From an optimization exercise on the open Yosys and OpenROAD flow, aimed at small area; shortcuts taken in it are not production practice. In this exercise RTL edits were held to simulation tests only and were not proved equivalent to the original. No activity file was given, so power comes from the tool's default toggle rates.

==> flow/design.v <==
`default_nettype none
module led_mux(
	input clk,
	input rst,
	input [10:0] ledir,
	input [10:0] ledig,
	input [10:0] ledib,
	output [10:0] ledc,
	output [2:0] leda
);
	reg prev_tim;
	reg [10:0] timer;
	reg [1:0] color;
	reg [10:0] led_out_latch;
	always @(posedge clk) begin
		if (rst) begin
			prev_tim <= 0;
			timer <= 0;
			color <= 0;
			led_out_latch <= 0;
		end else begin
			timer <= timer + 1;
			prev_tim <= timer[10];
			if (prev_tim != timer[10]) begin
				case (color)
					0: color <= 1;
					1: color <= 2;
					2: color <= 0;
				endcase
			end
			case (color)
				0: begin
					led_out_latch[0] <= ledir[0];
					led_out_latch[1] <= ledib[1];
					led_out_latch[2] <= ledir[2];
					led_out_latch[3] <= ledib[3];
					led_out_latch[4] <= ledir[4];
					led_out_latch[5] <= ledib[5];
					led_out_latch[6] <= ledib[6];
					led_out_latch[7] <= ledig[7];
					led_out_latch[8] <= ledig[8];
					led_out_latch[9] <= ledir[9];
					led_out_latch[10] <= ledir[10];
				end
				1: begin
					led_out_latch[0] <= ledig[0];
					led_out_latch[1] <= ledig[1];
					led_out_latch[2] <= ledig[2];
					led_out_latch[3] <= ledig[3];
					led_out_latch[4] <= ledig[4];
					led_out_latch[5] <= ledig[5];
					led_out_latch[6] <= ledig[6];
					led_out_latch[7] <= ledir[7];
					led_out_latch[8] <= ledir[8];
					led_out_latch[9] <= ledig[9];
					led_out_latch[10] <= ledig[10];
				end
				2: begin
					led_out_latch[0] <= ledib[0];
					led_out_latch[1] <= ledir[1];
					led_out_latch[2] <= ledib[2];
					led_out_latch[3] <= ledir[3];
					led_out_latch[4] <= ledib[4];
					led_out_latch[5] <= ledir[5];
					led_out_latch[6] <= ledir[6];
					led_out_latch[7] <= ledib[7];
					led_out_latch[8] <= ledib[8];
					led_out_latch[9] <= ledib[9];
					led_out_latch[10] <= ledib[10];
				end
			endcase
		end
	end
	assign ledc = led_out_latch;
	assign leda = 3'b001 << color;
endmodule
module led_pdm(
	input clk,
	input rst,
	input [16-1:0] pdm_level,
	output pdm_out
);
	reg [16+1:0] pdm_sigma;
	always @(posedge clk) begin
		if (rst)
			pdm_sigma <= 0;
		else
        	pdm_sigma <= pdm_sigma + {pdm_out, pdm_out, pdm_level};
	end
	assign pdm_out = ~pdm_sigma[16+1];
endmodule
module led_cycler(
	input clk,
	input rst,
	input tick,
	output [2:0] rgb
);
parameter SOFFSET = 0;
parameter SSTART = 0;
	reg [15:0] red;
	reg [15:0] grn;
	reg [15:0] blu;
	reg [16:0] counter;
	reg [2:0] rgb_s;
	always @(posedge clk) begin
			if (rst) begin
				red <= 0;
				grn <= 0;
				blu <= 0;
				counter <= SOFFSET;
				rgb_s <= SSTART;
			end else if (tick) begin
				case (rgb_s)
					0: begin
						if (counter[16] == 0) begin
							red <= 0;
							grn <= grn - 1;
							blu <= blu + 1;
							counter <= counter + 1;
						end else begin
							red <= 0;
							grn <= 0;
							blu <= 16'hFFFF;
							counter <= 0;
							rgb_s <= 1;
						end
					end
					1: begin
						if (counter[16] == 0) begin
							red <= red + 1;
							grn <= 0;
							blu <= blu - 1;
							counter <= counter + 1;
						end else begin
							red <= 16'hFFFF;
							grn <= 0;
							blu <= 0;
							counter <= 0;
							rgb_s <= 2;
						end
					end
					2: begin
						if (counter[16] == 0) begin
							red <= red - 1;
							grn <= grn + 1;
							blu <= 0;
							counter <= counter + 1;
						end else begin
							red <= 0;
							grn <= 16'hFFFF;
							blu <= 0;
							counter <= 0;
							rgb_s <= 0;
						end
					end
				endcase  
			end
	end
	wire redo;
	led_pdm led_pdm_red_inst (
		clk,
		rst,
		red,
		redo
	);
	wire grno;
	led_pdm led_pdm_grn_inst (
		clk,
		rst,
		grn,
		grno
	);
	wire bluo;
	led_pdm led_pdm_blu_inst (
		clk,
		rst,
		blu,
		bluo
	);
	assign rgb = {bluo, grno, redo};
endmodule
module rgb_led(
	input  clk,
	input  rst,
	input  tick,
	output [10:0] ledc,
	output [2:0] leda
);
	wire [10:0] lcred;
	wire [10:0] lcgrn;
	wire [10:0] lcblu;
	led_cycler #(
		.SOFFSET(0),
		.SSTART(0)
	) ledcyc0 (
		clk,
		rst,
		tick,
		{lcblu[0], lcred[0], lcgrn[0]}
	);
	led_cycler #(
		.SOFFSET(17873),
		.SSTART(0)
	) ledcyc1 (
		clk,
		rst,
		tick,
		{lcblu[1], lcred[1], lcgrn[1]}
	);
	led_cycler #(
		.SOFFSET(35746),
		.SSTART(0)
	) ledcyc2 (
		clk,
		rst,
		tick,
		{lcblu[2], lcred[2], lcgrn[2]}
	);
	led_cycler #(
		.SOFFSET(53619),
		.SSTART(0)
	) ledcyc3 (
		clk,
		rst,
		tick,
		{lcblu[3], lcred[3], lcgrn[3]}
	);
	led_cycler #(
		.SOFFSET(5957),
		.SSTART(1)
	) ledcyc4 (
		clk,
		rst,
		tick,
		{lcblu[4], lcred[4], lcgrn[4]}
	);
	led_cycler #(
		.SOFFSET(23830),
		.SSTART(1)
	) ledcyc5 (
		clk,
		rst,
		tick,
		{lcblu[5], lcred[5], lcgrn[5]}
	);
	led_cycler #(
		.SOFFSET(41704),
		.SSTART(1)
	) ledcyc6 (
		clk,
		rst,
		tick,
		{lcblu[6], lcred[6], lcgrn[6]}
	);
	led_cycler #(
		.SOFFSET(59577),
		.SSTART(1)
	) ledcyc7 (
		clk,
		rst,
		tick,
		{lcblu[7], lcred[7], lcgrn[7]}
	);
	led_cycler #(
		.SOFFSET(11915),
		.SSTART(2)
	) ledcyc8 (
		clk,
		rst,
		tick,
		{lcblu[8], lcred[8], lcgrn[8]}
	);
	led_cycler #(
		.SOFFSET(29788),
		.SSTART(2)
	) ledcyc9 (
		clk,
		rst,
		tick,
		{lcblu[9], lcred[9], lcgrn[9]}
	);
	led_cycler #(
		.SOFFSET(47661),
		.SSTART(2)
	) ledcyc10 (
		clk,
		rst,
		tick,
		{lcblu[10], lcred[10], lcgrn[10]}
	);
	led_mux led_mux_inst (
		clk,
		rst,
		lcred,
		lcgrn,
		lcblu,
		ledc,
		leda
	);
endmodule  
==> flow/run.sh <==
#!/bin/bash
# synth_recipe.tcl (not shown) runs the flow's synth.tcl, then flattens the netlist and writes it again
# the make line also repeats each setting of config.mk as NAME=value (left out here)
make -C /OpenROAD-flow-scripts/flow DESIGN_CONFIG=/design/flow/config.mk WORK_HOME=/design/flow/orfs CLKGATE_MAP_FILE= SYNTH_SCRIPT=/design/flow/synth_recipe.tcl finish
==> flow/config.mk <==
export PLATFORM = sky130hd
export DESIGN_NAME = rgb_led
export DESIGN_NICKNAME = rgb_led
export VERILOG_FILES = /design/flow/design.v
export SDC_FILE = /design/flow/constraint.sdc
export NUM_CORES = 4
export LEC_CHECK = 0
export CAP_MARGIN = 20
export CORE_MARGIN = 2
export CORE_UTILIZATION = 40
export PLACE_DENSITY = 0.6
export SLEW_MARGIN = 20
==> flow/constraint.sdc <==
create_clock -name core_clock -period 5.0 [get_ports {clk}]
set_input_delay 1.0000 -clock core_clock [delete_from_list [all_inputs] [get_ports {clk}]]
set_output_delay 1.0000 -clock core_clock [all_outputs]
set_load 0.01 [all_outputs]
==> summary.md <==
| Metric | Value |
|---|---|
| RR Endpoint | `ledcyc5.blu[7]` |
| Critical path required time | `4.00 ns` |
| Reg2Reg Depth | `10` |
| Number of top-level pins | `17` |
| Synth warn | `13` |
| Final TNS setup | `0 ns` |
| Count of cell types in the netlist | `97` |
| H-tree depth | `4` |
| Most frequent cells in the layout | `1487 x nor2_1, 1355 x dfxtp_1, 1055 x o21ai_0, 945 x a21oi_1, 934 x nand2_1` |
| CP top delay family | `adder cells` |
| CP Capture Type | `output pin` |
| Port Buffers | `16` |
| Post-DP Area | `about 94000 sq um` |
| Post-Syn Area per Cell | `around 7.6 sq um` |
| Drt total wl | `around 230 mm` |
| Largest net degree at the start of global routing | `~150` |
| TritonCTS clock tree | `yes` |
| GPL Wtd Cong | `0.8674` |
| Wire per inst | `between 15 and 20 um` |
| Post-DRT Antenna Nets | `0` |
| Unrepaired setup endpoints after global routing | `no` |
| Leak | `between 0.04 and 0.05 uW` |
| Ys async rst share | `0%` |
| WP depth | `3` |
| Fin nets | `between 10000 and 15000` |
| Post CTS Setup Buffer Count | `0` |
| Num CTS Buffers | `between 150 and 200` |
| Biggest area consumer among synthesized cells | `dfxtp_1` |
| EDFF count, synth | `0` |
| Max Fanout on Critical Path | `12` |
| Min Tclk post-route | `~3.7 ns` |
| Main synth FF type | `dfxtp_1` |
| Hold depth | `1` |
| Hold Buf Count CTS | `0` |
| Initial antenna violation count | `1` |
| FP Rows | `175` |
| Core ar. | `~230000 sq um` |
| Design area | `slightly below 100000 sq um` |
| Synth top area share | `roughly 30%` |
| Post-Syn Nets | `between 10000 and 15000` |
| Commonest non-fill, non-tap cell in the layout | `nor2_1` |
| DRT iter0 DRCs | `approximately 6400` |
| Hold Path Origin | `led_mux_inst.timer[0]` |
| Slowest CP cell | `ha_2` |
| Fin. Hold Viols | `0` |
| Clk Latency, worst-skew pair | `0.81 ns` |
| Worst path arrival time | `around 2.7 ns` |
| Seq/Total Area, Yosys | `29.62%` |
| WP buf/inv | `2` |
| Slew HR | `between 20% and 30%` |
| GRT overflow | `0` |
| Fmax achieved | `around 270 MHz` |
| Global-route wire length before repair | `396.3 mm` |
| Root Buffer Master | `clkbuf_16` |
| MaxCap Viol Count | `0` |
| Clk sinks | `1356` |
| Critical-path cell list | `inv_1 -> ha_2 -> clkdlybuf4s50_1` |
| CTS clk-pin slew, worst paths | `0.06 ns` |
| Layout cell share with drive strength beyond 1 | `roughly 4.4%` |
| Global-route total usage across every layer | `between 10% and 20%` |
| Sequential cell area | `27150 sq um` |
| # fillers | `22426` |
| Die W | `about 480 um` |
| R2r startpoint | `ledcyc5.rgb_s[1]` |
| Hold Path Sink | `led_mux_inst.timer[0]` |
| Initial Util | `roughly 40%` |
| Pre-Repair DR Iteration Count | `6` |
| Cells after Synth | `approximately 12000` |
| Mapped cell area | `91660 sq um` |
| CTS Buffer Depth | `3` |
| Finish-stage setup viols | `0` |
| WS Path Type | `register to output pin` |
| Die area | `233000 sq um` |
| Final Cycle Share | `74.74%` |
| # DRC | `0` |
| Post-CTS sizing | `0` |
| Number of synthesized register bits | `1356` |
| DPL Wire Length | `about 160 mm` |
| Vias in the first global route | `about 81000` |
| Clock skew | `0.03327 ns` |
| R2r setup slk | `~1.7 ns` |
| Multi-input gate area | `between 60000 and 70000 sq um` |
| Die Height | `slightly below 500 um` |
| Pwr dens | `around 330 nW/um^2` |
| Area Overhead vs Synth | `8.365%` |
| Worst slew pin tran | `~1.1 ns` |
| Worst setup SP type | `register` |
| Status | `finished clean` |
| Via count of the routed design | `85616` |
| Worst vdd ir | `0.0003771 V` |
| Top post-synthesis cells by area | `dfxtp_1 30%, ha_1 9.4%, nor2_1 6.1%, o21ai_0 5.8%, a21oi_1 5.2%` |
| Vias per std cell | `between 5 and 6` |
| Worst Hold Class | `register to register` |
| CP max stage delay | `around 0.80 ns` |
| Final Max Slew Viols | `0` |
[worst max path at each step]
stage / start / endpoint
finish: led_mux_inst.color[0] / leda[2]
global route: led_mux_inst.color[1] / leda[1]
CTS: led_mux_inst.color[1] / leda[1]
detailed placement: tick / ledcyc6.blu[8]
global placement: tick / ledcyc6.blu[8]
floorplan: ledcyc9.blu[0] / ledcyc9.led_pdm_blu_inst.pdm_sigma[16]
[where the power goes]
group	switching [uW]	total, uW	internal, uW
Clock	4980	12500	7490
Combinational	4100	7080	2980
Sequential	1060	12900	11900
[stage by stage]
| stage | util [%] | std cells | worst slack (ns) | total power (uW) | hold WS (ns) |
|---|---|---|---|---|---|
| global placement | 41.19 | 14482 | 1.209 | 19870 | 0.4286 |
| finish | 43.66 | 14786 | 1.263 | 32470 | 0.4490 |
| detailed placement | 41.19 | 14482 | 1.158 | 20140 | 0.4420 |
| floorplan | - | 12069 | 2.392 | 18590 | 0.4130 |
| global route | 43.66 | 14785 | 1.191 | 34450 | 0.4746 |
| CTS | 43.66 | 14784 | 1.168 | 32850 | 0.4514 |
[logic make-up (layout without fill, tap and decap cells)]
logic type	count (synthesis)	in the layout	synth area share [%]
buf+inv	1086	792	4.496
mux	79	79	0.9378
flops	1356	1356	29.62
xor+xnor	728	728	6.956
compound gates	3528	3528	23.90
fa+ha+maj	720	720	10.10
other cells	0	2	0
simple gates	4572	4572	24.00
[synth_stat cells, drive strengths merged, types with 58 or more instances]
cell type,count
ha,687
dfxtp,1356
nand2,935
and3,220
nand2b,84
a31oi,178
nor4,156
nor3,500
a211oi,122
nor2,1487
and2,63
xnor2,375
a22oi,111
xor2,353
nor2b,191
a21oi,945
o21ai,1061
or3,105
o221ai,64
clkbuf,604
inv,384
o211ai,68
o21a,140
o22ai,85
buf,91
nand4,154
o21bai,58
nand3,401
a21o,189
[area by class of cell]
type / count / area share (%)
multi-input cells: 9627 / 60.87
flip-flops and latches: 1356 / 27.33
clock buffers: 249 / 4.976
well taps: 3009 / 3.790
inverters: 391 / 1.485
repair buffers: 99 / 0.8641
clock inverters: 53 / 0.6802
diodes: 2 / 0.005039
[layer usage]
metal / track usage (%) / vias up / part of all wire (%) / routed length, um
met3: 2.237 / 307 / 4.2 / 9963
met4: 5.145 / 0 / 1.8 / 4234
met2: 32.65 / 1917 / 46 / 108000
met5: 0 / - / 0 / 0
met1: 26.47 / 40530 / 48 / 112300
li1: - / 42862 / - / -

## afterwards: timing with drivers on the ports
How much do the figures lean on ideal ports? The routed layout below was timed once more, with nothing changed but the port constraints. Step 1, drivers: a clkbuf_16 drives clk and a buf_2 each remaining input, both assumed. Step 2, shift: input delay + t, output delay - t, t = (earliest + latest rising clock arrival at the registers) / 2. This alone moves slack from input paths to output paths. Three values: ideal, step 1, step 2; two values: the first two.
t (ns): 0.887
setup WS [ns]: 1.263 / 1.176 / 1.169
clock arrival spread, ns: 0.040 / 0.039
slew at the worst register clock pin (ns): 0.07 / 0.07
After both steps this run still meets setup and hold. For this run, drivers alone change the setup slack by -0.087 ns; drivers and shift together by -0.094 ns.
